Context: an optimization exercise on an open-source flow, tuned for small area, a short achievable clock period and few clock cycles per item. The choices shown serve that exercise and are no tape-out recipe.
The RTL was checked by simulation tests, not by an equivalence proof against the original design.
Power figures rest on the tool's default switching activity, not on a simulated workload.

File: flow/config.mk
export PLATFORM = sky130hd
export DESIGN_NAME = polar_decoder
export DESIGN_NICKNAME = polar_decoder
export VERILOG_FILES = /design/flow/design.v
export SDC_FILE = /design/flow/constraint.sdc
export NUM_CORES = 8
export LEC_CHECK = 0
export CAP_MARGIN = 20
export CORE_MARGIN = 2
export CORE_UTILIZATION = 40
export SLEW_MARGIN = 20
File: flow/constraint.sdc
create_clock -name core_clock -period 12.0 [get_ports {clk}]
set_input_delay 2.4000 -clock core_clock [delete_from_list [all_inputs] [get_ports {clk}]]
set_output_delay 2.4000 -clock core_clock [all_outputs]
set_load 0.01 [all_outputs]
File: flow/design.v
module reliability_LUT(
    input   [6:0]   K,
    output  [127:0] fz,
    output  [31:0]  r0_4,
    output  [15:0]  r0_8,
    output  [7:0]   r0_16,
    output  [3:0]   r0_32,
    output  [1:0]   r0_64,
    output  [15:0]  r1_8
);
    wire [128:1] lt;
    genvar c;
    generate for (c = 1; c <= 128; c = c + 1) begin: g_lt
        assign lt[c] = ({1'b0, K} < c);
    end endgenerate
    assign fz[0] = lt[128];
    assign fz[1] = lt[127];
    assign fz[2] = lt[126];
    assign fz[3] = lt[124];
    assign fz[4] = lt[120];
    assign fz[5] = lt[112];
    assign fz[6] = lt[96];
    assign fz[7] = lt[125];
    assign fz[8] = lt[123];
    assign fz[9] = lt[64];
    assign fz[10] = lt[119];
    assign fz[11] = lt[122];
    assign fz[12] = lt[111];
    assign fz[13] = lt[118];
    assign fz[14] = lt[110];
    assign fz[15] = lt[116];
    assign fz[16] = lt[95];
    assign fz[17] = lt[63];
    assign fz[18] = lt[108];
    assign fz[19] = lt[94];
    assign fz[20] = lt[104];
    assign fz[21] = lt[92];
    assign fz[22] = lt[121];
    assign fz[23] = lt[62];
    assign fz[24] = lt[117];
    assign fz[25] = lt[88];
    assign fz[26] = lt[60];
    assign fz[27] = lt[109];
    assign fz[28] = lt[115];
    assign fz[29] = lt[80];
    assign fz[30] = lt[114];
    assign fz[31] = lt[56];
    assign fz[32] = lt[107];
    assign fz[33] = lt[93];
    assign fz[34] = lt[102];
    assign fz[35] = lt[48];
    assign fz[36] = lt[91];
    assign fz[37] = lt[103];
    assign fz[38] = lt[106];
    assign fz[39] = lt[90];
    assign fz[40] = lt[32];
    assign fz[41] = lt[61];
    assign fz[42] = lt[87];
    assign fz[43] = lt[100];
    assign fz[44] = lt[59];
    assign fz[45] = lt[86];
    assign fz[46] = lt[79];
    assign fz[47] = lt[54];
    assign fz[48] = lt[58];
    assign fz[49] = lt[84];
    assign fz[50] = lt[47];
    assign fz[51] = lt[78];
    assign fz[52] = lt[55];
    assign fz[53] = lt[113];
    assign fz[54] = lt[76];
    assign fz[55] = lt[105];
    assign fz[56] = lt[52];
    assign fz[57] = lt[46];
    assign fz[58] = lt[72];
    assign fz[59] = lt[101];
    assign fz[60] = lt[31];
    assign fz[61] = lt[89];
    assign fz[62] = lt[44];
    assign fz[63] = lt[99];
    assign fz[64] = lt[85];
    assign fz[65] = lt[30];
    assign fz[66] = lt[40];
    assign fz[67] = lt[98];
    assign fz[68] = lt[57];
    assign fz[69] = lt[83];
    assign fz[70] = lt[28];
    assign fz[71] = lt[77];
    assign fz[72] = lt[82];
    assign fz[73] = lt[53];
    assign fz[74] = lt[24];
    assign fz[75] = lt[75];
    assign fz[76] = lt[51];
    assign fz[77] = lt[74];
    assign fz[78] = lt[45];
    assign fz[79] = lt[71];
    assign fz[80] = lt[16];
    assign fz[81] = lt[50];
    assign fz[82] = lt[43];
    assign fz[83] = lt[70];
    assign fz[84] = lt[29];
    assign fz[85] = lt[42];
    assign fz[86] = lt[68];
    assign fz[87] = lt[39];
    assign fz[88] = lt[27];
    assign fz[89] = lt[97];
    assign fz[90] = lt[38];
    assign fz[91] = lt[26];
    assign fz[92] = lt[23];
    assign fz[93] = lt[36];
    assign fz[94] = lt[81];
    assign fz[95] = lt[22];
    assign fz[96] = lt[73];
    assign fz[97] = lt[15];
    assign fz[98] = lt[49];
    assign fz[99] = lt[20];
    assign fz[100] = lt[69];
    assign fz[101] = lt[14];
    assign fz[102] = lt[41];
    assign fz[103] = lt[12];
    assign fz[104] = lt[67];
    assign fz[105] = lt[37];
    assign fz[106] = lt[8];
    assign fz[107] = lt[66];
    assign fz[108] = lt[25];
    assign fz[109] = lt[35];
    assign fz[110] = lt[21];
    assign fz[111] = lt[34];
    assign fz[112] = lt[19];
    assign fz[113] = lt[13];
    assign fz[114] = lt[18];
    assign fz[115] = lt[11];
    assign fz[116] = lt[10];
    assign fz[117] = lt[7];
    assign fz[118] = lt[6];
    assign fz[119] = lt[65];
    assign fz[120] = lt[4];
    assign fz[121] = lt[33];
    assign fz[122] = lt[17];
    assign fz[123] = lt[9];
    assign fz[124] = lt[5];
    assign fz[125] = lt[3];
    assign fz[126] = lt[2];
    assign fz[127] = lt[1];
    assign r0_4[0] = lt[124];
    assign r0_4[1] = lt[96];
    assign r0_4[2] = lt[64];
    assign r0_4[3] = lt[110];
    assign r0_4[4] = lt[63];
    assign r0_4[5] = lt[62];
    assign r0_4[6] = lt[60];
    assign r0_4[7] = lt[56];
    assign r0_4[8] = lt[48];
    assign r0_4[9] = lt[90];
    assign r0_4[10] = lt[32];
    assign r0_4[11] = lt[54];
    assign r0_4[12] = lt[47];
    assign r0_4[13] = lt[55];
    assign r0_4[14] = lt[46];
    assign r0_4[15] = lt[31];
    assign r0_4[16] = lt[30];
    assign r0_4[17] = lt[28];
    assign r0_4[18] = lt[24];
    assign r0_4[19] = lt[45];
    assign r0_4[20] = lt[16];
    assign r0_4[21] = lt[29];
    assign r0_4[22] = lt[26];
    assign r0_4[23] = lt[22];
    assign r0_4[24] = lt[15];
    assign r0_4[25] = lt[12];
    assign r0_4[26] = lt[8];
    assign r0_4[27] = lt[21];
    assign r0_4[28] = lt[11];
    assign r0_4[29] = lt[6];
    assign r0_4[30] = lt[4];
    assign r0_4[31] = lt[1];
    assign r0_8[0] = lt[96];
    assign r0_8[1] = lt[64];
    assign r0_8[2] = lt[62];
    assign r0_8[3] = lt[56];
    assign r0_8[4] = lt[48];
    assign r0_8[5] = lt[32];
    assign r0_8[6] = lt[47];
    assign r0_8[7] = lt[31];
    assign r0_8[8] = lt[28];
    assign r0_8[9] = lt[24];
    assign r0_8[10] = lt[16];
    assign r0_8[11] = lt[22];
    assign r0_8[12] = lt[12];
    assign r0_8[13] = lt[8];
    assign r0_8[14] = lt[6];
    assign r0_8[15] = lt[1];
    assign r0_16[0] = lt[64];
    assign r0_16[1] = lt[56];
    assign r0_16[2] = lt[32];
    assign r0_16[3] = lt[31];
    assign r0_16[4] = lt[24];
    assign r0_16[5] = lt[16];
    assign r0_16[6] = lt[8];
    assign r0_16[7] = lt[1];
    assign r0_32[0] = lt[56];
    assign r0_32[1] = lt[31];
    assign r0_32[2] = lt[16];
    assign r0_32[3] = lt[1];
    assign r0_64[0] = lt[31];
    assign r0_64[1] = lt[1];
    assign r1_8[0] = ~lt[128];
    assign r1_8[1] = ~lt[123];
    assign r1_8[2] = ~lt[121];
    assign r1_8[3] = ~lt[117];
    assign r1_8[4] = ~lt[107];
    assign r1_8[5] = ~lt[100];
    assign r1_8[6] = ~lt[113];
    assign r1_8[7] = ~lt[101];
    assign r1_8[8] = ~lt[98];
    assign r1_8[9] = ~lt[82];
    assign r1_8[10] = ~lt[70];
    assign r1_8[11] = ~lt[97];
    assign r1_8[12] = ~lt[73];
    assign r1_8[13] = ~lt[67];
    assign r1_8[14] = ~lt[65];
    assign r1_8[15] = ~lt[33];
endmodule
module pe #(parameter W = 14) (
    input  signed [W-1:0] a,
    input  signed [W-1:0] b,
    input                 g,       
    input                 u,
    output signed [W:0]   z,
    output                sS,      
    output                sD       
);
    wire signed [W:0] S = a + b;
    wire signed [W:0] D = b - a;
    wire sa = a[W-1];
    wire sb = b[W-1];
    wire sel = (sa == sb) ? (D[W] ^ ~sa) : (S[W] ^ sa);
    wire signed [W:0] ax = a;
    wire signed [W:0] bx = b;
    wire signed [W:0] na = sb ? -ax : ax;
    wire signed [W:0] nb = sa ? -bx : bx;
    wire signed [W:0] fz = sel ? na : nb;
    assign z  = g ? (u ? D : S) : fz;
    assign sS = S[W];
    assign sD = D[W];
endmodule
module polar_decoder (
    input           clk,
    input           rst_n,
    input           module_en,
    output          proc_done,
    output  [ 10:0] raddr,
    input   [191:0] rdata,
    output  [  5:0] waddr,
    output  [139:0] wdata
);
    integer i, j;
    genvar gi;
    localparam ST_IDLE = 3'd0, ST_P1 = 3'd1, ST_PZ = 3'd2, ST_TOP = 3'd3,
               ST_TREE = 3'd4, ST_CWZ = 3'd5, ST_KF = 3'd6, ST_DONE = 3'd7;
    reg [2:0]  st;
    reg [6:0]  K, Kn, P;
    reg        knv, kf2, pcap;
    reg [5:0]  p;
    reg [10:0] cwbase;       
    reg [1:0]  q;
    reg [3:0]  ts;
    reg [2:0]  lv;
    reg [2:0]  pos;
    reg        actg;
    reg [1:0]  lstep;
    reg [1:0]  blr, ul;
    reg [10:0] raddr_r;
    reg [5:0]  waddr_r;
    reg        wd_clr, cwd1, dn1;
    reg [5:0]  p_d;
    reg        done;
    reg [126:0] wd;
    reg [6:0]  dec_idx;
    assign raddr = raddr_r;
    assign waddr = waddr_r;
    assign wdata = {13'd0, wd};
    assign proc_done = done;
    reg [191:0] hold, hold2;
    reg signed [13:0] B5 [0:31];
    reg signed [14:0] B4 [0:15];
    reg signed [15:0] B3 [0:7];
    reg signed [16:0] B2 [0:3];
    reg [3:0] nz2r;
    reg signed [17:0] B1 [0:1];
    reg [3:0]  PS4;
    reg [7:0]  PS8;
    reg [15:0] PS16;
    reg [31:0] PS32;
    reg [63:0] PS64;
    reg        pv, pfs3;
    reg [7:0]  praw;
    reg [3:0]  pfz, pcomb, pmask;
    reg [4:0]  pw;
    wire [3:0]  PS4e;
    wire [7:0]  PS8e;
    wire [15:0] PS16e;
    wire [127:0] fz;
    wire [31:0]  r0_4;
    wire [15:0]  r0_8, r1_8;
    wire [7:0]   r0_16;
    wire [3:0]   r0_32;
    wire [1:0]   r0_64;
    reliability_LUT lut (.K(K), .fz(fz), .r0_4(r0_4), .r0_8(r0_8), .r0_16(r0_16),
                         .r0_32(r0_32), .r0_64(r0_64), .r1_8(r1_8));
    wire [6:0] Kx = (st == ST_KF) ? rdata[16:10] : Kn;
    wire [127:0] fzx_unused;
    wire [31:0]  r0x_4;
    wire [15:0]  r0x_8, r1x_8;
    wire [7:0]   r0x_16;
    wire [3:0]   r0x_32;
    wire [1:0]   r0x_64;
    reliability_LUT lutx (.K(Kx), .fz(fzx_unused), .r0_4(r0x_4), .r0_8(r0x_8), .r0_16(r0x_16),
                          .r0_32(r0x_32), .r0_64(r0x_64), .r1_8(r1x_8));
    wire [1:0] firstq_x = !r0x_32[0] ? 2'd0 : !r0x_32[1] ? 2'd1 : !r0x_32[2] ? 2'd2 : 2'd3;
    wire       zero_x   = (Kx == 7'd0);
    wire [1:0] firstq   = !r0_32[0] ? 2'd0 : !r0_32[1] ? 2'd1 : !r0_32[2] ? 2'd2 : 2'd3;
    wire [4:0] Q  = {q, pos};           
    wire [3:0] fzq = fz[{Q, 2'b00} +: 4];
    wire in_top  = (st == ST_TOP);
    wire in_tree = (st == ST_TREE);
    reg m_topa, m_topb, m_l5, m_l4, m_l3, m_l2;
    reg we5a, we5b, we4;
    reg r0left;
    always @* begin
        case (lv)
        3'd5: r0left = r0_16[{q, 1'b0}];
        3'd4: r0left = r0_8[{q, pos[2], 1'b0}];
        default: r0left = r0_4[{q, pos[2:1], 1'b0}];
        endcase
    end
    wire tree_g = actg | r0left;              
    wire tree_u_en = actg & ~r0left;
    reg [1:0] topk;
    always @* begin
        case (ts)
        4'd3: topk = 2'd2;
        4'd5: topk = 2'd0;
        4'd7: topk = 2'd3;
        default: topk = 2'd1;
        endcase
    end
    wire signed [18:0] pz [0:15];
    wire ps_S [0:15];
    wire ps_D [0:15];
    generate for (gi = 0; gi < 16; gi = gi + 1) begin: g_pe
        localparam W = (gi < 2) ? 17 : (gi < 4) ? 16 : (gi < 8) ? 15 : 14;
        localparam [3:0] GI = gi;
        reg signed [W-1:0] a, b;
        reg gg, uu;
        wire signed [W-1:0] h2 = $signed(hold2[12*gi +: 12]);
        wire signed [W-1:0] h1 = $signed(hold[12*gi +: 12]);
        wire [W-1:0] b5hi = B5[16 + gi];
        wire [W-1:0] b5lo = B5[gi];
        wire [W-1:0] b4lo = B4[gi];
        wire tg = m_topa ? q[1] : m_topb ? q[0] : (tree_g & ~m_l2);
        wire tu = (m_topa & q[1] & ~r0_64[0] & PS64[{topk, GI}]) |
                  (m_topb & q[0] & ~r0_32[{q[1], 1'b0}] & PS32[{ts[3], GI}]) |
                  (tree_u_en & ((m_l5 & PS16e[gi]) | (m_l4 & PS8e[gi & 7]) | (m_l3 & PS4e[gi & 3])));
        if (gi >= 8) begin: c5
            always @* begin
                a = ({W{m_topa}} & h2) | ({W{m_topb}} & b4lo) | ({W{m_l5}} & b5hi);
                b = ({W{m_topa}} & h1) | ({W{m_topb | m_l5}} & b5lo);
            end
        end else if (gi >= 4) begin: c4
            wire [W-1:0] b4hi = B4[8 + gi];
            always @* begin
                a = ({W{m_topa}} & h2) | ({W{m_topb | m_l4}} & b4lo) | ({W{m_l5}} & b5hi);
                b = ({W{m_topa}} & h1) | ({W{m_topb | m_l5}} & b5lo) | ({W{m_l4}} & b4hi);
            end
        end else if (gi >= 2) begin: c3
            wire [W-1:0] b4hi = B4[8 + gi];
            wire [W-1:0] b3lo = B3[gi];
            wire [W-1:0] b3hi = B3[4 + gi];
            always @* begin
                a = ({W{m_topa}} & h2) | ({W{m_topb | m_l4}} & b4lo) | ({W{m_l5}} & b5hi) | ({W{m_l3}} & b3lo);
                b = ({W{m_topa}} & h1) | ({W{m_topb | m_l5}} & b5lo) | ({W{m_l4}} & b4hi) | ({W{m_l3}} & b3hi);
            end
        end else begin: c2
            wire [W-1:0] b4hi = B4[8 + gi];
            wire [W-1:0] b3lo = B3[gi];
            wire [W-1:0] b3hi = B3[4 + gi];
            wire [W-1:0] b2lo = B2[gi];
            wire [W-1:0] b2hi = B2[2 + gi];
            always @* begin
                a = ({W{m_topa}} & h2) | ({W{m_topb | m_l4}} & b4lo) | ({W{m_l5}} & b5hi) | ({W{m_l3}} & b3lo) | ({W{m_l2}} & b2lo);
                b = ({W{m_topa}} & h1) | ({W{m_topb | m_l5}} & b5lo) | ({W{m_l4}} & b4hi) | ({W{m_l3}} & b3hi) | ({W{m_l2}} & b2hi);
            end
        end
        always @* begin
            gg = tg; uu = tu;
        end
        wire signed [W:0] z;
        pe #(.W(W)) u_pe (.a(a), .b(b), .g(gg), .u(uu), .z(z), .sS(ps_S[gi]), .sD(ps_D[gi]));
        assign pz[gi] = z;
    end endgenerate
    wire [3:0] sgn2, nz2;
    generate for (gi = 0; gi < 4; gi = gi + 1) begin: g_l2
        assign sgn2[gi] = B2[gi][16];
        assign nz2[gi]  = nz2r[gi];
    end endgenerate
    wire caseL = fzq[0] & ~fzq[1];
    wire caseR = fzq[2] & ~fzq[3];
    wire signed [18:0] b1sum = B1[0] + B1[1];
    wire sl0 = (sgn2[0] ^ sgn2[2]) & nz2[0] & nz2[2];
    wire sl1 = (sgn2[1] ^ sgn2[3]) & nz2[1] & nz2[3];
    wire lu0 = ~fzq[0] & (sl0 ^ sl1);
    wire lu1 = ~fzq[1] & (fzq[0] ? b1sum[18] : sl1);
    wire lbl0 = lu0 ^ lu1;
    wire lbl1 = lu1;
    wire signed [17:0] S02 = B2[0] + B2[2];
    wire signed [17:0] D02 = B2[2] - B2[0];
    wire signed [17:0] S13 = B2[1] + B2[3];
    wire signed [17:0] D13 = B2[3] - B2[1];
    wire sr0 = lbl0 ? D02[17] : S02[17];
    wire sr1 = lbl1 ? D13[17] : S13[17];
    wire lu2 = ~fzq[2] & (sr0 ^ sr1);
    wire n0 = (lstep == 2'd2) ? blr[0] : lbl0;
    wire n1 = (lstep == 2'd2) ? blr[1] : lbl1;
    wire [18:0] x0 = {{2{B2[0][16]}}, B2[0]} ^ {19{n0}};
    wire [18:0] x1 = {{2{B2[1][16]}}, B2[1]} ^ {19{n1}};
    wire [18:0] x2 = {{2{B2[2][16]}}, B2[2]};
    wire [18:0] x3 = {{2{B2[3][16]}}, B2[3]};
    wire [18:0] cs1s = x0 ^ x2 ^ x3;
    wire [18:0] cs1c = {(x0[17:0] & x2[17:0]) | (x0[17:0] & x3[17:0]) | (x2[17:0] & x3[17:0]), n0};
    wire [18:0] cs2s = cs1s ^ cs1c ^ x1;
    wire [18:0] cs2c = {(cs1s[17:0] & cs1c[17:0]) | (cs1s[17:0] & x1[17:0]) | (cs1c[17:0] & x1[17:0]), n1};
    wire [18:0] sum4 = cs2s + cs2c;
    wire lu3 = ~fzq[3] & (fzq[2] ? sum4[18] : sr1);
    wire [7:0] sgn3;
    wire nozero3;
    reg  [7:0] nz3;
    generate for (gi = 0; gi < 8; gi = gi + 1) begin: g_l3
        assign sgn3[gi] = B3[gi][15];
        always @* nz3[gi] = |B3[gi];
    end endgenerate
    assign nozero3 = &nz3;
    wire r1ok = m_l3 & ~actg & r1_8[{q, pos[2:1]}] & nozero3;
    reg [2:0]  st_n;
    reg [6:0]  K_n, Kn_n, P_n;
    reg        knv_n, kf2_n, pcap_n;
    reg [5:0]  p_n;
    reg [10:0] cwbase_n, raddr_n;
    reg [1:0]  q_n;
    reg [3:0]  ts_n;
    reg [2:0]  lv_n, pos_n;
    reg        actg_n;
    reg [1:0]  lstep_n, blr_n, ul_n;
    reg        wd_clr_n, done_n, cwd1_n, dn1_n;
    reg        fin;           
    reg [2:0]  fs;            
    reg [3:0]  leafu;         
    reg [7:0]  nb;            
    reg [3:0]  ccomb, cmask;  
    reg [4:0]  cw;            
    reg        cw_done;
    reg        go;
    reg [2:0]  k;
    always @* begin
        st_n = st; K_n = K; Kn_n = Kn; P_n = P; knv_n = knv; kf2_n = 1'b0; pcap_n = 1'b0;
        p_n = p; cwbase_n = cwbase; raddr_n = raddr_r; q_n = q; ts_n = ts;
        lv_n = lv; pos_n = pos; actg_n = actg; lstep_n = lstep; blr_n = blr; ul_n = ul;
        wd_clr_n = cwd1; cwd1_n = 1'b0; dn1_n = dn1; done_n = 1'b0;
        fin = 1'b0; fs = 3'd2; leafu = 4'd0;
        nb = 0; ccomb = 0; cmask = 0; cw = 0;
        cw_done = 1'b0; go = 1'b0;
        case (st)
        ST_IDLE: begin
            raddr_n = 11'd1;
            if (module_en && !done) begin
                K_n = rdata[16:10];
                p_n = 6'd0;
                cwbase_n = 11'd2;
                knv_n = 1'b0;
                wd_clr_n = 1'b1;
                raddr_n = 11'd0;
                st_n = ST_P1;
            end
        end
        ST_P1: begin
            if (K == 7'd0) begin
                st_n = ST_PZ;
            end else begin
                st_n = ST_TOP; ts_n = 4'd0; q_n = firstq;
                raddr_n = cwbase + 11'd2;
                pcap_n = 1'b1;
            end
        end
        ST_PZ: begin
            P_n = rdata[6:0];
            st_n = ST_CWZ;
        end
        ST_CWZ: begin
            cw_done = 1'b1;
        end
        ST_KF: begin
            if (kf2) begin
                K_n = rdata[16:10];
                if (zero_x) st_n = ST_CWZ;
                else begin
                    st_n = ST_TOP; ts_n = 4'd0; q_n = firstq_x;
                    raddr_n = cwbase + 11'd2;
                end
            end else kf2_n = 1'b1;
        end
        ST_TOP: begin
            if (pcap) P_n = rdata[6:0];
            ts_n = ts + 4'd1;
            case (ts)
            4'd0: raddr_n = cwbase + 11'd6;
            4'd1: raddr_n = cwbase + 11'd0;
            4'd2: raddr_n = cwbase + 11'd4;
            4'd3: raddr_n = cwbase + 11'd3;
            4'd4: raddr_n = cwbase + 11'd7;
            4'd5: raddr_n = cwbase + 11'd1;
            4'd6: raddr_n = cwbase + 11'd5;
            4'd7: raddr_n = cwbase + 11'd32;     
            default: ;
            endcase
            if (ts == 4'd9) begin
                Kn_n = rdata[16:10];
                knv_n = 1'b1;
            end
            if (ts == 4'd10) begin
                st_n = ST_TREE; lv_n = 3'd5; pos_n = 3'd0; actg_n = 1'b0; lstep_n = 2'd0;
            end
        end
        ST_TREE: begin
            if (lv == 3'd2) begin
                case (lstep)
                2'd0: begin
                    if (caseL) begin
                        lstep_n = 2'd1;
                    end else begin
                        fin = 1'b1; fs = 3'd2;
                        leafu = {lu3, lu2, lu1, lu0};
                    end
                end
                2'd1: begin
                    if (caseR) begin
                        ul_n = {lu1, lu0};
                        blr_n = {lbl1, lbl0};
                        lstep_n = 2'd2;
                    end else begin
                        fin = 1'b1; fs = 3'd2;
                        leafu = {lu3, lu2, lu1, lu0};
                    end
                end
                default: begin
                    fin = 1'b1; fs = 3'd2;
                    leafu = {lu3, 1'b0, ul[1], ul[0]};
                end
                endcase
            end else if (r1ok) begin
                fin = 1'b1; fs = 3'd3;
            end else begin
                lv_n = lv - 3'd1;
                actg_n = 1'b0;
                lstep_n = 2'd0;
                if (tree_g) begin
                    case (lv)
                    3'd5: pos_n = pos + 3'd4;
                    3'd4: pos_n = pos + 3'd2;
                    default: pos_n = pos + 3'd1;
                    endcase
                end
            end
        end
        ST_DONE: begin
            dn1_n = 1'b1;
            if (dn1) begin
                done_n = 1'b1;
                st_n = ST_IDLE;
                dn1_n = 1'b0;
            end
            raddr_n = 11'd1;
        end
        default: st_n = ST_IDLE;
        endcase
        if (fin) begin
            lstep_n = 2'd0;
            nb = (fs == 3'd2) ? {4'd0, leafu} : sgn3;
        end
        cmask = {~r0_32[{q[1], 1'b0}], ~r0_16[{q, 1'b0}], ~r0_8[{q, pos[2], 1'b0}], ~r0_4[{Q[4:1], 1'b0}]};
        go = fin & (fs == 3'd2);
        if (go) begin
            if (pos[0]) begin
                ccomb[0] = 1'b1;
            end else if (!r0_4[{Q[4:1], 1'b1}]) begin
                cw[0] = 1'b1; go = 1'b0;
                lv_n = 3'd3; pos_n = {pos[2:1], 1'b0}; actg_n = 1'b1;
            end
        end
        go = go | (fin & (fs == 3'd3));
        if (go) begin
            if (pos[1]) begin
                ccomb[1] = 1'b1;
            end else if (!r0_8[{q, pos[2], 1'b1}]) begin
                cw[1] = 1'b1; go = 1'b0;
                lv_n = 3'd4; pos_n = {pos[2], 2'b00}; actg_n = 1'b1;
            end
        end
        if (go) begin
            if (pos[2]) begin
                ccomb[2] = 1'b1;
            end else if (!r0_16[{q, 1'b1}]) begin
                cw[2] = 1'b1; go = 1'b0;
                lv_n = 3'd5; pos_n = 3'd0; actg_n = 1'b1;
            end
        end
        if (go) begin
            if (q[0]) begin
                ccomb[3] = 1'b1;
            end else if (!r0_32[{q[1], 1'b1}]) begin
                cw[3] = 1'b1; go = 1'b0;
                st_n = ST_TOP; ts_n = 4'd0; q_n = {q[1], 1'b1};
                raddr_n = cwbase + 11'd2;
            end
        end
        if (go) begin
            if (!q[1] && !r0_64[1]) begin
                cw[4] = 1'b1; go = 1'b0;
                st_n = ST_TOP; ts_n = 4'd0; q_n = r0_32[2] ? 2'd3 : 2'd2;
                raddr_n = cwbase + 11'd2;
            end else begin
                cw_done = 1'b1;
            end
        end
        if (cw_done) begin
            if (p == P - 7'd1) begin
                st_n = ST_DONE;
            end else begin
                p_n = p + 6'd1;
                cwbase_n = cwbase + 11'd33;
                cwd1_n = 1'b1;
                knv_n = 1'b0;
                if (knv) begin
                    K_n = Kn;
                    if (zero_x) st_n = ST_CWZ;
                    else begin
                        st_n = ST_TOP; ts_n = 4'd0; q_n = firstq_x;
                        raddr_n = cwbase + 11'd35;
                    end
                end else begin
                    st_n = ST_KF;
                    raddr_n = cwbase + 11'd32;
                end
            end
        end
    end
    always @(posedge clk or negedge rst_n) begin
        if (!rst_n) begin
            st <= ST_IDLE; K <= 0; Kn <= 0; P <= 0; knv <= 0; kf2 <= 0; pcap <= 0;
            p <= 0; cwbase <= 0; raddr_r <= 11'd1; q <= 0; ts <= 0;
            lv <= 0; pos <= 0; actg <= 0; lstep <= 0; blr <= 0; ul <= 0;
            wd_clr <= 0; done <= 0; waddr_r <= 0; cwd1 <= 0; dn1 <= 0; p_d <= 0;
            pv <= 0;
        end else begin
            st <= st_n; K <= K_n; Kn <= Kn_n; P <= P_n; knv <= knv_n; kf2 <= kf2_n; pcap <= pcap_n;
            p <= p_n; cwbase <= cwbase_n; raddr_r <= raddr_n; q <= q_n; ts <= ts_n;
            lv <= lv_n; pos <= pos_n; actg <= actg_n; lstep <= lstep_n; blr <= blr_n; ul <= ul_n;
            wd_clr <= wd_clr_n; done <= done_n; cwd1 <= cwd1_n; dn1 <= dn1_n;
            p_d <= p; waddr_r <= p_d;
            pv <= fin;
        end
    end
    wire tn = (st_n == ST_TOP);
    wire rn = (st_n == ST_TREE);
    always @(posedge clk or negedge rst_n) begin
        if (!rst_n) begin
            m_topa <= 0; m_topb <= 0; m_l5 <= 0; m_l4 <= 0; m_l3 <= 0; m_l2 <= 0;
            we5a <= 0; we5b <= 0; we4 <= 0;
        end else begin
            m_topa <= tn & ((ts_n == 4'd3) | (ts_n == 4'd5) | (ts_n == 4'd7) | (ts_n == 4'd9));
            m_topb <= tn & ((ts_n == 4'd6) | (ts_n == 4'd10));
            m_l5   <= rn & (lv_n == 3'd5);
            m_l4   <= rn & (lv_n == 3'd4);
            m_l3   <= rn & (lv_n == 3'd3);
            m_l2   <= rn & (lv_n == 3'd2);
            we5a   <= tn & ((ts_n == 4'd3) | (ts_n == 4'd7) | (ts_n == 4'd10));
            we5b   <= tn & (ts_n == 4'd6);
            we4    <= (tn & ((ts_n == 4'd5) | (ts_n == 4'd9))) | (rn & (lv_n == 3'd5));
        end
    end
    always @(posedge clk) begin
        pfs3 <= (fs == 3'd3);
        praw <= nb; pfz <= fzq;
        pcomb <= ccomb; pmask <= cmask; pw <= cw & {5{fin}};
    end
    wire        pwv = pv;
    reg  [7:0] pbt;
    reg  [7:0] poutc;
    reg  [3:0] poutn;
    reg  [2:0] kk;
    always @* begin
        pbt = praw;
        for (i = 0; i < 8; i = i + 1) if ((i & 1) == 0) pbt[i] = pbt[i] ^ pbt[i+1];
        for (i = 0; i < 8; i = i + 1) if ((i & 2) == 0) pbt[i] = pbt[i] ^ pbt[i+2];
        for (i = 0; i < 8; i = i + 1) if ((i & 4) == 0 && pfs3) pbt[i] = pbt[i] ^ pbt[i+4];
        poutc = 8'd0;
        if (pfs3) begin
            poutc = pbt;
            poutn = 4'd8;
        end else begin
            kk = 3'd0;
            for (i = 0; i < 4; i = i + 1) begin
                if (!pfz[i]) begin
                    poutc[kk] = praw[i];
                    kk = kk + 3'd1;
                end
            end
            poutn = {1'b0, kk};
        end
    end
    wire [7:0]  pb = pfs3 ? praw : {4'd0, pbt[3:0]};
    wire [3:0]  pb4  = pb[3:0];
    wire [7:0]  pb8  = pfs3 ? pb : pcomb[0] ? {pb4, (PS4 & {4{pmask[0]}}) ^ pb4} : {4'd0, pb4};
    wire [15:0] pb16 = pcomb[1] ? {pb8, (PS8 & {8{pmask[1]}}) ^ pb8} : {8'd0, pb8};
    wire [31:0] pb32 = pcomb[2] ? {pb16, (PS16 & {16{pmask[2]}}) ^ pb16} : {16'd0, pb16};
    wire [63:0] pb64 = pcomb[3] ? {pb32, (PS32 & {32{pmask[3]}}) ^ pb32} : {32'd0, pb32};
    wire w4  = pwv & pw[0];
    wire w8  = pwv & pw[1];
    wire w16 = pwv & pw[2];
    wire w32 = pwv & pw[3];
    wire w64 = pwv & pw[4];
    assign PS4e  = w4  ? pb4  : PS4;
    assign PS8e  = w8  ? pb8  : PS8;
    assign PS16e = w16 ? pb16 : PS16;
    wire [127:0] onehot = 128'd1 << dec_idx;
    reg  [126:0] wd_n;
    always @* begin
        for (i = 0; i < 127; i = i + 1) begin
            wd_n[i] = wd[i];
            for (j = 0; j < 8; j = j + 1)
                if (i >= j) wd_n[i] = wd_n[i] | (onehot[i-j] & poutc[j]);
        end
    end
    always @(posedge clk) begin
        if (wd_clr) begin
            wd <= 0;
            dec_idx <= 0;
        end else if (pwv) begin
            wd <= wd_n;
            dec_idx <= dec_idx + poutn;
        end
    end
    always @(posedge clk) begin
        hold  <= rdata;
        hold2 <= hold;
        if (w4)  PS4  <= pb4;
        if (w8)  PS8  <= pb8;
        if (w16) PS16 <= pb16;
        if (w32) PS32 <= pb32;
        if (w64) PS64 <= pb64;
        for (i = 0; i < 16; i = i + 1) begin
            if (we5a) B5[i] <= pz[i][13:0];
            if (we5b) B5[16+i] <= pz[i][13:0];
            if (we4)  B4[i] <= pz[i][14:0];
        end
        for (i = 0; i < 8; i = i + 1)
            if (m_l4) B3[i] <= pz[i][15:0];
        for (i = 0; i < 4; i = i + 1)
            if (m_l3) begin
                B2[i] <= pz[i][16:0];
                nz2r[i] <= |pz[i][16:0];
            end
        for (i = 0; i < 2; i = i + 1)
            if (m_l2 && lstep == 2'd0) B1[i] <= pz[i][17:0];
    end
endmodule
File: flow/run.sh
#!/bin/bash
# synth_recipe.tcl (not shown) runs the flow's synth.tcl, then flattens the netlist and writes it again
# the make line also repeats each setting of config.mk as NAME=value (left out here)
make -C /OpenROAD-flow-scripts/flow DESIGN_CONFIG=/design/flow/config.mk WORK_HOME=/design/flow/orfs CLKGATE_MAP_FILE= SYNTH_SCRIPT=/design/flow/synth_recipe.tcl finish
==> summary.txt <==
# TYPE chip_impl_metric gauge
chip_impl_metric{name="drt-initial-drc-count",unit=""} 13700
chip_impl_info{name="setup.worst_path.end_class",value="flip-flop"} 1
chip_impl_info{name="setup_repair_after_global_routing_missed_its_margin",value="no"} 1
chip_impl_metric{name="grt_pass1_vias",unit=""} 96100
chip_impl_info{name="cts_tree",value="built"} 1
chip_impl_metric{name="synth.ff_latch_count",unit=""} 1691
chip_impl_metric{name="finalCriticalPeriod",unit="ps"} 7710
chip_impl_info{name="dominant_synthesized_flop_cell",value="edfxtp_1"} 1
chip_impl_metric{name="max-slew-margin-rel",unit="%"} 18.2
chip_impl_info{name="synth_top_area_cell",value="edfxtp_1"} 1
chip_impl_info{name="crit_path_start_kind",value="flip-flop"} 1
chip_impl_metric{name="via_per_inst",unit=""} 6.30
chip_impl_metric{name="synth-edff-count",unit=""} 1020
chip_impl_metric{name="clock_insertion_delay_worst_skew",unit="ps"} 920
chip_impl_metric{name="synth.yosys.seq_area_share",unit="%"} 40.0
chip_impl_metric{name="final-setup-viol-count",unit=""} 0
chip_impl_metric{name="final_instance_area",unit="um2"} 125000
chip_impl_metric{name="core-area",unit="um2"} 277000
chip_impl_metric{name="grt_max_degree",unit=""} 136
chip_impl_metric{name="grt_first_pass_wirelength",unit="mm"} 618
chip_impl_metric{name="clock.fmax",unit="MHz"} 130
chip_impl_info{name="worstHoldPathType",value="flip-flop to flip-flop"} 1
chip_impl_metric{name="syn-mean-instance-area",unit="um2"} 9.17
chip_impl_metric{name="detail_route.wirelength",unit="mm"} 415
chip_impl_metric{name="buffer_ports.inserted",unit=""} 339
chip_impl_metric{name="share_of_layout_cells_above_drive_strength_1",unit="%"} 5.95
chip_impl_metric{name="postRouteAntennaNets",unit=""} 0
chip_impl_metric{name="clk_pin_slew_worst_paths",unit="ps"} 60
chip_impl_metric{name="antenna_found_initial",unit=""} 34
chip_impl_metric{name="timing.max_cap.violations",unit=""} 0
chip_impl_metric{name="number_of_unique_standard_cell_types_used_by_synthesis",unit=""} 118
chip_impl_metric{name="tightestPinTransition",unit="ps"} 1230
chip_impl_metric{name="cp_data_arrival_time",unit="ps"} 8360
chip_impl_metric{name="hpwl",unit="mm"} 296
chip_impl_metric{name="io-pin-count",unit=""} 353
chip_impl_metric{name="die_height",unit="um"} 531
chip_impl_metric{name="avgRoutedWirePerCell",unit="um"} 26.0
chip_impl_metric{name="drt-pass1-iter-count",unit=""} 10
chip_impl_metric{name="slew_viol_final",unit=""} 0
chip_impl_metric{name="critPathRequiredTime",unit="ps"} 12650
chip_impl_metric{name="htreeDepth",unit=""} 4
chip_impl_metric{name="ctsLongestPathBuffers",unit=""} 4
chip_impl_info{name="area_contributors_post_synth",value="edfxtp_1, dfxtp_1, ha_1"} 1
chip_impl_metric{name="yosysWarningCount",unit=""} 19
chip_impl_metric{name="setup_clock_skew_after_layout",unit="ps"} 71.7
chip_impl_metric{name="place.gp.congestion",unit=""} 0.957
chip_impl_metric{name="number_of_buffers_created_by_cts",unit=""} 197
chip_impl_metric{name="vias",unit=""} 101000
chip_impl_metric{name="cts-resized-gates",unit=""} 0
chip_impl_metric{name="post_cts_hold_buffer_count",unit=""} 0
chip_impl_metric{name="postCtsSetupBuffers",unit=""} 0
chip_impl_metric{name="drc_errors",unit=""} 0
chip_impl_metric{name="synth_area",unit="um2"} 111000
chip_impl_metric{name="ir_drop",unit="uV"} 428
chip_impl_metric{name="placed_cells_incl_taps",unit=""} 15600
chip_impl_metric{name="cellLeakagePower",unit="nW"} 46.7
chip_impl_info{name="run_status",value="no timing/DRC/antenna violations"} 1
chip_impl_metric{name="placement.cell_area",unit="um2"} 118000
chip_impl_metric{name="die_area",unit="um2"} 282000
chip_impl_metric{name="global_route.overflow_total",unit=""} 0
chip_impl_metric{name="synth-async-reset-ratio",unit="%"} 5.85
chip_impl_metric{name="synthToLayoutAreaGrowth",unit="%"} 11.9
chip_impl_metric{name="netlist.area_leader.share",unit="%"} 27.5
chip_impl_info{name="clock-root-buffer",value="clkbuf_16"} 1
chip_impl_metric{name="hold_viol_final",unit=""} 0
chip_impl_metric{name="die_w",unit="um"} 531
chip_impl_info{name="critical_path_class",value="flip-flop to flip-flop"} 1
chip_impl_metric{name="num_rows",unit=""} 193
chip_impl_metric{name="max_fanout_on_critical_path",unit=""} 89
chip_impl_metric{name="final_nets",unit=""} 13000
chip_impl_metric{name="fill_cells",unit=""} 26500
chip_impl_metric{name="numClockSinks",unit=""} 1691
chip_impl_metric{name="tot_gr_track_use",unit="%"} 28.0
chip_impl_metric{name="finish.cell_count_without_fillers",unit=""} 16000
chip_impl_metric{name="cellPowerDensity",unit="nW/um2"} 347
chip_impl_metric{name="syn-instance-count",unit=""} 12100
chip_impl_metric{name="layout_worst_path_cycle_share",unit="%"} 64.2
chip_impl_metric{name="final.setup.tns",unit="ps"} 0
chip_impl_metric{name="initial_utilization",unit="%"} 40.2
[layout make-up]
type | count | area (um2) | share of cell area, %
multi-input combinational | 8909 | 61000 | 48.9
tap | 3705 | 4640 | 3.72
clock buffer | 277 | 5660 | 4.54
clock inverter | 86 | 850 | 0.682
timing repair buffer | 513 | 4840 | 3.89
inverter | 776 | 2910 | 2.34
antenna | 34 | 85.1 | 0.0683
sequential | 1691 | 44600 | 35.8
[sequential cells by signal, indices dropped and copies added (netlist names), 16 cells and up]
name and cells:
B2 68, hold 192, B5 448, PS16 16
B3 128, wd 127, PS32 32, PS64 64
B1 36, B4 240, hold2 192
[critical path, cell delays in order, from the launching register on]
cell and delay [ps]:
dfrtp_4 690, buf_12 320, or2_4 420, buf_12 280, a222oi_1 970, inv_1 230
ha_1 360, inv_1 120, o21bai_1 120, a21o_1 210, a2111oi_0 620, nor3_1 120
a2111oi_0 780, a21oi_1 320, a311oi_4 350, buf_4 480, xnor2_1 290, nor2_1 180
a21oi_1 50, o21ai_0 420
[cell families (layout without fill, tap and decap cells)]
logic type / after synthesis / after routing / share of synthesized area, %
other: 1 / 47 / 0.00337
flip-flops: 1691 / 1691 / 40.0
AO/OA/AOI/OAI: 3783 / 3783 / 23.7
adder cells (fa/ha/maj): 683 / 683 / 8.15
AND/OR/NAND/NOR: 3423 / 3423 / 14.0
buffers and inverters: 1551 / 1652 / 5.50
multiplexers: 253 / 253 / 2.65
XOR/XNOR: 754 / 754 / 5.95
[power by group]
part           total [W]  switching [W]  internal [W]
sequential       0.00905       0.000697       0.00835
clock            0.00608        0.00261       0.00348
combinational     0.0281         0.0188       0.00924
total             0.0432         0.0221        0.0211
[metal layers]
metal  GRT usage (%)  vias up  routed length (um)
li1                -    45300                   -
met1            38.3    49300              176000
met2            45.0     5172              189000
met3            3.71      835               33900
met4            10.6       18               16600
met5               0        -                 149
[Yosys cell counts, drive strengths merged (63+ instances only)]
cell type,instances
clkbuf,554
and2,81
o22ai,288
a21o,134
nand2,1008
a31oi,161
dfrtp,98
o21ai,581
a222oi,254
edfxtp,1020
o21bai,85
inv,767
nand3,257
nor2,1149
a21oi,745
a2111oi,151
buf,221
dfxtp,572
xor2,135
mux2i,176
and3,110
nor4,80
o31ai,63
nand2b,76
nand4,81
nor2b,73
nor3,299
ha,613
o211ai,121
a221oi,163
a211oi,308
xnor2,618
a22oi,226
fa,70
[path summary, 6_finish.rpt]
path,start,to,slack [ps],cells after the start
setup / recovery,m_topb$_DFF_PN0_,B4[6][7]$_DFFE_PP_,4290,19
hold / removal,hold[62]$_DFF_P_,hold2[62]$_DFF_P_,330,0
setup reg to reg,m_topb$_DFF_PN0_,B4[6][7]$_DFFE_PP_,4290,19
hold reg to reg,hold[62]$_DFF_P_,hold2[62]$_DFF_P_,330,0
max in group asynchronous,rst_n,we5a$_DFF_PN0_,9130,2
min in group asynchronous,rst_n,raddr_r[5]$_DFF_PN0_,1520,1
[layout by cell type (no fill, tap or decap), drive strengths merged, types with 85 or more instances in the layout]
cell type / n
nor2: 1149
o211ai: 121
xnor2: 618
dfrtp: 98
ha: 613
a21o: 134
xor2: 135
a221oi: 163
mux2i: 176
nand2: 1008
a21oi: 745
a211oi: 308
dfxtp: 572
o21bai: 85
a31oi: 161
a222oi: 254
clkdlybuf4s50: 338
a2111oi: 151
edfxtp: 1020
o21ai: 581
inv: 784
nand3: 257
clkbuf: 278
and3: 110
nor3: 299
a22oi: 226
o22ai: 288
buf: 174
[metrics by stage]
stage	util [%]	hold WS (ps)	worst slack [ps]	power, W
after detailed placement	42.6	336	4500	0.0364
after floorplan	-	324	3590	0.0288
after global routing	45.0	333	3940	0.0461
final	45.0	329	4290	0.0432
after CTS	45.0	328	4490	0.0426
after global placement	42.6	333	4440	0.0360
Testbench counts, summed over its fixed seeds: cycles 75,350, packets 864.

==> static timing again, ports no longer ideal <==
No port has a modelled driver above. Below, the same layout with a new extraction and two added sets of constraints.
Step 1 sets driving cells, clkbuf_16 on the clock port and buf_2 on the other inputs (assumed; they add their load-dependent delay and slew).
Step 2 moves the port delays by t, midway between the first and last clock arrival at a register: inputs arrive t later, outputs are due t later. That takes back most of the time a late clock gives input paths.
Three values: ideal, step 1, step 2; two values: the first two.
shift t [ns]: 0.986
setup WS [ns]: 4.290 / 4.290 / 4.290
hold WS [ns]: 0.329 / 0.329 / 0.329
worst setup path after step 2: register to register
After both steps this run still meets setup and hold. For this run, drivers alone change the setup slack by 0.000 ns; drivers and shift together by 0.000 ns.
